What follows belongs to an exercise in optimizing a design on an open flow for small area, a short achievable clock period and few clock cycles per item; a production flow would make more cautious choices.
Only simulation tests tie the RTL to the original design; equivalence was not proved.
No activity file was given, so power comes from the tool's default toggle rates.

==> flow/design.v <==
module JAM (
    input CLK,
    input RST,
    output reg [2:0] W,
    output reg [2:0] J,
    input [6:0] Cost,
    output reg [3:0] MatchCount,
    output reg [9:0] MinCost,
    output Valid
);
localparam S_COL = 4'd0, S_ROW = 4'd1, S_RK1 = 4'd2, S_RK2 = 4'd3,
           S_RK3 = 4'd4, S_INIT = 4'd5, S_SRCH = 4'd6, S_DRAIN = 4'd7,
           S_FIN = 4'd8, S_DONE = 4'd9;
localparam K_TRY = 2'd0, K_LEAF = 2'd1, K_RR = 2'd2;
reg  [3:0]  st;
reg         pcol, prow;   
reg  [5:0]  v [0:7];      
reg  [5:0]  u [0:7];      
reg  [2:0]  z [0:7];      
reg  [2:0]  rank [0:7];   
reg  [6:0]  m1, m2;       
reg  [2:0]  z1;           
reg         cf;           
reg         rk;           
reg         rk2;          
reg  [2:0]  rrow;         
reg  [2:0]  nkey;         
reg  [2:0]  k;            
reg  [7:0]  used;         
reg  [1:0]  kind;
reg  [2:0]  jstk [0:6];   
reg  [6:0]  creg;
reg  [6:0]  uvreg;        
reg  [2:0]  pw, pj;
reg  [2:0]  pkup, prow_up, pnchild;
reg  [7:0]  pused_up;
reg  [1:0]  pkind;
reg         pvld;
reg  [9:0]  bud;          
integer i;
assign Valid = (st == S_DONE);
function [3:0] next_job;
    input [7:0] m;        
    input [2:0] zr;
    input [2:0] a;        
    input       first;    
    reg   [7:0] mz;
    integer n;
    begin
        mz = m | (8'd1 << zr);
        next_job = 4'd8;
        if (first && !m[zr]) next_job = {1'b0, zr};
        else
            for (n = 7; n >= 0; n = n - 1)
                if (!mz[n] && (first || a == zr || n > a)) next_job = n;
    end
endfunction
function [2:0] row_at;
    input [2:0] x;
    input [23:0] rv;
    integer n;
    begin
        row_at = 3'd0;
        for (n = 0; n < 8; n = n + 1)
            if (rv[3*n +: 3] == x) row_at = n;
    end
endfunction
wire [23:0] rkv = {rank[7], rank[6], rank[5], rank[4], rank[3], rank[2], rank[1], rank[0]};
wire [6:0] cmin = (pw == 3'd0 || lt1) ? cv : m1;    
wire [6:0] cv = creg - uvreg;           
wire [5:0] m1s = (m1 > 7'd63) ? 6'd63 : m1[5:0];
wire [5:0] cmins = (cmin > 7'd63) ? 6'd63 : cmin[5:0];
wire       lt1 = cv < m1;
wire       lt2 = cv < m2;
wire       new1 = (pj == 3'd0) || lt1;
wire [6:0] gap = m2 - m1;
reg  [7:0] gt, ge;
always @(*) begin
    for (i = 0; i < 8; i = i + 1) begin
        gt[i] = (i < 7) && (i < rrow) && (nkey > jstk[i < 7 ? i : 0]);
        ge[i] = (i < 7) && (i < rrow) && !(nkey > jstk[i < 7 ? i : 0]);
    end
end
wire [2:0] nge = ge[0] + ge[1] + ge[2] + ge[3] + ge[4] + ge[5] + ge[6];
wire [6:0] r = creg - uvreg;            
wire       le = {3'd0, r} <= bud;
wire       lt = {3'd0, r} < bud;
wire       eq = {3'd0, r} == bud;
wire       push = pvld && (pkind == K_TRY) && le;
wire [2:0] kdn = k - 3'd1;
wire [2:0] row_dn = row_at(kdn, rkv);
wire [2:0] jdn = jstk[kdn];
wire [3:0] nsib = next_job(used, z[W], J, 1'b0);
wire       has_sib = (kind != K_LEAF) && !nsib[3];
wire [2:0] kup = k + 3'd1;
wire [2:0] row_up = row_at(kup, rkv);
wire [7:0] used_up = used | (8'd1 << J);
wire [3:0] nchild = next_job(used_up, z[row_up], 3'd0, 1'b1);
reg [2:0] sk, sW, sJ;
reg [7:0] sused;
reg [1:0] skind;
reg [3:0] sst;
always @(*) begin
    sk = k; sused = used; sW = W; sJ = J; skind = kind; sst = st;
    if (st == S_DRAIN) begin
        sst = S_FIN;
    end else if (has_sib) begin
        sJ = nsib[2:0];
        skind = K_TRY;
    end else if (k != 3'd0) begin
        sk = kdn;
        sused = used & ~(8'd1 << jdn);
        sW = row_dn;
        sJ = jdn;
        skind = K_RR;
    end else begin
        sst = S_DRAIN;
    end
end
always @(posedge CLK) begin
    creg <= Cost;
    uvreg <= (st == S_COL) ? 7'd0 : ((st == S_ROW) ? 7'd0 : {1'b0, u[W]}) + {1'b0, v[J]};
    pw <= W;
    pj <= J;
    pkup <= kup;
    prow_up <= row_up;
    pnchild <= nchild[2:0];
    pused_up <= used_up;
    pkind <= kind;
    pcol <= (st == S_COL);
    prow <= (st == S_ROW);
    if (RST) begin
        st <= S_COL;
        pcol <= 1'b0;
        prow <= 1'b0;
        W <= 3'd0;
        J <= 3'd0;
        MinCost <= 10'd0;
        MatchCount <= 4'd0;
        rk <= 1'b0;
        rk2 <= 1'b0;
        cf <= 1'b0;
        pvld <= 1'b0;
    end else begin
        rk <= 1'b0;
        cf <= 1'b0;
        if (pcol) begin
            m1 <= cmin;
            if (pw == 3'd7) begin
                v[pj] <= cmins;
                cf <= 1'b1;
            end
        end
        if (cf) MinCost <= MinCost + m1s;
        if (prow) begin
            if (new1) begin
                m1 <= cv;
                z1 <= pj;
            end
            m2 <= (pj == 3'd0) ? 7'd127 : lt1 ? m1 : lt2 ? cv : m2;
            if (pj == 3'd7) begin
                rk <= 1'b1;
                rrow <= pw;
            end
        end
        if (rk) begin
            u[rrow] <= m1s;
            z[rrow] <= z1;
            MinCost <= MinCost + m1s;
            nkey <= gap[6] ? 3'd7 : gap[5] ? 3'd6 : gap[4] ? 3'd5 : gap[3] ? 3'd4 :
                    gap[2] ? 3'd3 : gap[1] ? 3'd2 : gap[0] ? 3'd1 : 3'd0;
        end
        rk2 <= rk;
        if (rk2) begin
            for (i = 0; i < 8; i = i + 1)
                if (gt[i]) rank[i] <= rank[i] + 3'd1;
            rank[rrow] <= nge;
            if (rrow != 3'd7) jstk[rrow] <= nkey;
        end
        if ((st == S_SRCH || st == S_DRAIN) && pvld) begin
            case (pkind)
            K_TRY:  if (le) bud <= bud - r;
            K_LEAF: if (lt) begin
                        bud <= {3'd0, r};
                        MatchCount <= 4'd1;
                    end else if (eq)
                        MatchCount <= MatchCount + 4'd1;
            default: bud <= bud + r;
            endcase
        end
        if (push) jstk[pkup - 3'd1] <= pj;
        case (st)
        S_COL: begin
            W <= W + 3'd1;
            if (W == 3'd7) begin
                J <= J + 3'd1;
                if (J == 3'd7) st <= S_ROW;
            end
        end
        S_ROW: begin
            J <= J + 3'd1;
            if (J == 3'd7) begin
                W <= W + 3'd1;
                if (W == 3'd7) st <= S_RK1;
            end
        end
        S_RK1: st <= S_RK2;
        S_RK2: st <= S_RK3;
        S_RK3: begin
            st <= S_INIT;
            k <= 3'd7;            
        end
        S_INIT: begin
            st <= S_SRCH;
            W <= row_up;
            J <= z[row_up];
            k <= 3'd0;
            used <= 8'd0;
            kind <= K_TRY;
            bud <= 10'd1023;
            MatchCount <= 4'd0;
            pvld <= 1'b0;
        end
        S_SRCH, S_DRAIN: begin
            if (push) begin
                k <= pkup;
                used <= pused_up;
                W <= prow_up;
                J <= pnchild;
                kind <= (pkup == 3'd7) ? K_LEAF : K_TRY;
                pvld <= 1'b0;
                st <= S_SRCH;
            end else begin
                k <= sk;
                used <= sused;
                W <= sW;
                J <= sJ;
                kind <= skind;
                pvld <= 1'b1;
                st <= sst;
            end
        end
        S_FIN: begin
            MinCost <= MinCost + bud;
            st <= S_DONE;
        end
        default: ;
        endcase
    end
end
endmodule
clock: 9.0 ns
lec_check: 0
abc_area: 1
cap_margin: 20
core_margin: 2
core_utilization: 55
place_density: 0.7
setup_slack_margin: 5
slew_margin: 20
run.sh (not shown) runs the stock make flow with config.mk's settings and CLKGATE_MAP_FILE= SYNTH_SCRIPT=/design/flow/synth_recipe.tcl, a recipe that flattens the netlist after the stock synthesis.
The baseline finished with timing, DRC and antenna clean.
Testbench counts at the start, summed over its fixed seeds: cycles 3,723, jobs 12.
Next try:
--- a/flow/design.v
+++ b/flow/design.v
@@ -14,8 +14,9 @@
 localparam K_TRY = 2'd0, K_LEAF = 2'd1, K_RR = 2'd2;
 reg  [3:0]  st;
-reg         pcol, prow;   
+reg  [3:0]  pst;          
 reg  [5:0]  v [0:7];      
 reg  [5:0]  u [0:7];      
 reg  [2:0]  z [0:7];      
+reg  [3:0]  key [0:6];    
 reg  [2:0]  rank [0:7];   
 reg  [6:0]  m1, m2;       
@@ -25,5 +26,5 @@
 reg         rk2;          
 reg  [2:0]  rrow;         
-reg  [2:0]  nkey;         
+reg  [3:0]  nkey;         
 reg  [2:0]  k;            
 reg  [7:0]  used;         
@@ -67,5 +68,5 @@
 endfunction
 wire [23:0] rkv = {rank[7], rank[6], rank[5], rank[4], rank[3], rank[2], rank[1], rank[0]};
-wire [6:0] cmin = (pw == 3'd0 || lt1) ? cv : m1;    
+wire [6:0] cmin = (pw == 3'd0 || creg < m1) ? creg : m1;
 wire [6:0] cv = creg - uvreg;           
 wire [5:0] m1s = (m1 > 7'd63) ? 6'd63 : m1[5:0];
@@ -78,6 +79,6 @@
 always @(*) begin
     for (i = 0; i < 8; i = i + 1) begin
-        gt[i] = (i < 7) && (i < rrow) && (nkey > jstk[i < 7 ? i : 0]);
-        ge[i] = (i < 7) && (i < rrow) && !(nkey > jstk[i < 7 ? i : 0]);
+        gt[i] = (i < 7) && (i < rrow) && (nkey > key[i < 7 ? i : 0]);
+        ge[i] = (i < 7) && (i < rrow) && !(nkey > key[i < 7 ? i : 0]);
     end
 end
@@ -97,4 +98,5 @@
 wire [7:0] used_up = used | (8'd1 << J);
 wire [3:0] nchild = next_job(used_up, z[row_up], 3'd0, 1'b1);
+wire [2:0] row_0 = row_at(3'd0, rkv);
 reg [2:0] sk, sW, sJ;
 reg [7:0] sused;
@@ -120,5 +122,5 @@
 always @(posedge CLK) begin
     creg <= Cost;
-    uvreg <= (st == S_COL) ? 7'd0 : ((st == S_ROW) ? 7'd0 : {1'b0, u[W]}) + {1'b0, v[J]};
+    uvreg <= ((st == S_ROW) ? 7'd0 : {1'b0, u[W]}) + {1'b0, v[J]};
     pw <= W;
     pj <= J;
@@ -128,10 +130,8 @@
     pused_up <= used_up;
     pkind <= kind;
-    pcol <= (st == S_COL);
-    prow <= (st == S_ROW);
+    pst <= st;
     if (RST) begin
         st <= S_COL;
-        pcol <= 1'b0;
-        prow <= 1'b0;
+        pst <= S_DONE;
         W <= 3'd0;
         J <= 3'd0;
@@ -145,5 +145,5 @@
         rk <= 1'b0;
         cf <= 1'b0;
-        if (pcol) begin
+        if (pst == S_COL) begin
             m1 <= cmin;
             if (pw == 3'd7) begin
@@ -153,5 +153,5 @@
         end
         if (cf) MinCost <= MinCost + m1s;
-        if (prow) begin
+        if (pst == S_ROW) begin
             if (new1) begin
                 m1 <= cv;
@@ -168,6 +168,5 @@
             z[rrow] <= z1;
             MinCost <= MinCost + m1s;
-            nkey <= gap[6] ? 3'd7 : gap[5] ? 3'd6 : gap[4] ? 3'd5 : gap[3] ? 3'd4 :
-                    gap[2] ? 3'd3 : gap[1] ? 3'd2 : gap[0] ? 3'd1 : 3'd0;
+            nkey <= (gap > 7'd15) ? 4'd15 : gap[3:0];
         end
         rk2 <= rk;
@@ -176,5 +175,5 @@
                 if (gt[i]) rank[i] <= rank[i] + 3'd1;
             rank[rrow] <= nge;
-            if (rrow != 3'd7) jstk[rrow] <= nkey;
+            if (rrow != 3'd7) key[rrow] <= nkey;
         end
         if ((st == S_SRCH || st == S_DRAIN) && pvld) begin
@@ -207,12 +206,9 @@
         S_RK1: st <= S_RK2;
         S_RK2: st <= S_RK3;
-        S_RK3: begin
-            st <= S_INIT;
-            k <= 3'd7;            
-        end
+        S_RK3: st <= S_INIT;
         S_INIT: begin
             st <= S_SRCH;
-            W <= row_up;
-            J <= z[row_up];
+            W <= row_0;
+            J <= z[row_0];
             k <= 3'd0;
             used <= 8'd0;
What happened: The new run passed the timing, DRC and antenna checks. Utilization goes down by 0.45 points. Hold slack improved by 0.019 ns. Clock-buffer cell count grows by 8. Via count came out higher by 5.0%. Power goes down by 26%. Design area came out higher by 8.0%.
Testbench counts after the change, summed over its fixed seeds: cycles 3,785, jobs 12.

## separate check: timing with driven ports
The flow's constraints put no driver on any port. The routed layouts listed below were extracted and timed again, unchanged, in two steps.
Step 1, drivers: a clkbuf_16 drives CLK and a buf_2 each remaining input, both assumed.
Step 2 moves the port delays by t, midway between the first and last clock arrival at a register: inputs arrive t later, outputs are due t later. That takes back most of the time a late clock gives input paths.
a / b / c = ideal / step 1 / step 2; a / b = the first two.
run | t, ns | slack for setup (ns) | worst data-port slew with drivers (ns)
the first run | 0.625 | 5.077 / 5.077 / 4.902 | 0.03
the second run | 0.565 | 5.129 / 5.078 / 4.637 | 0.04
After both steps every run listed still meets setup and hold. The setup slack of the second run, which loses most, moves by -0.051 ns with the drivers and by -0.492 ns with both steps.
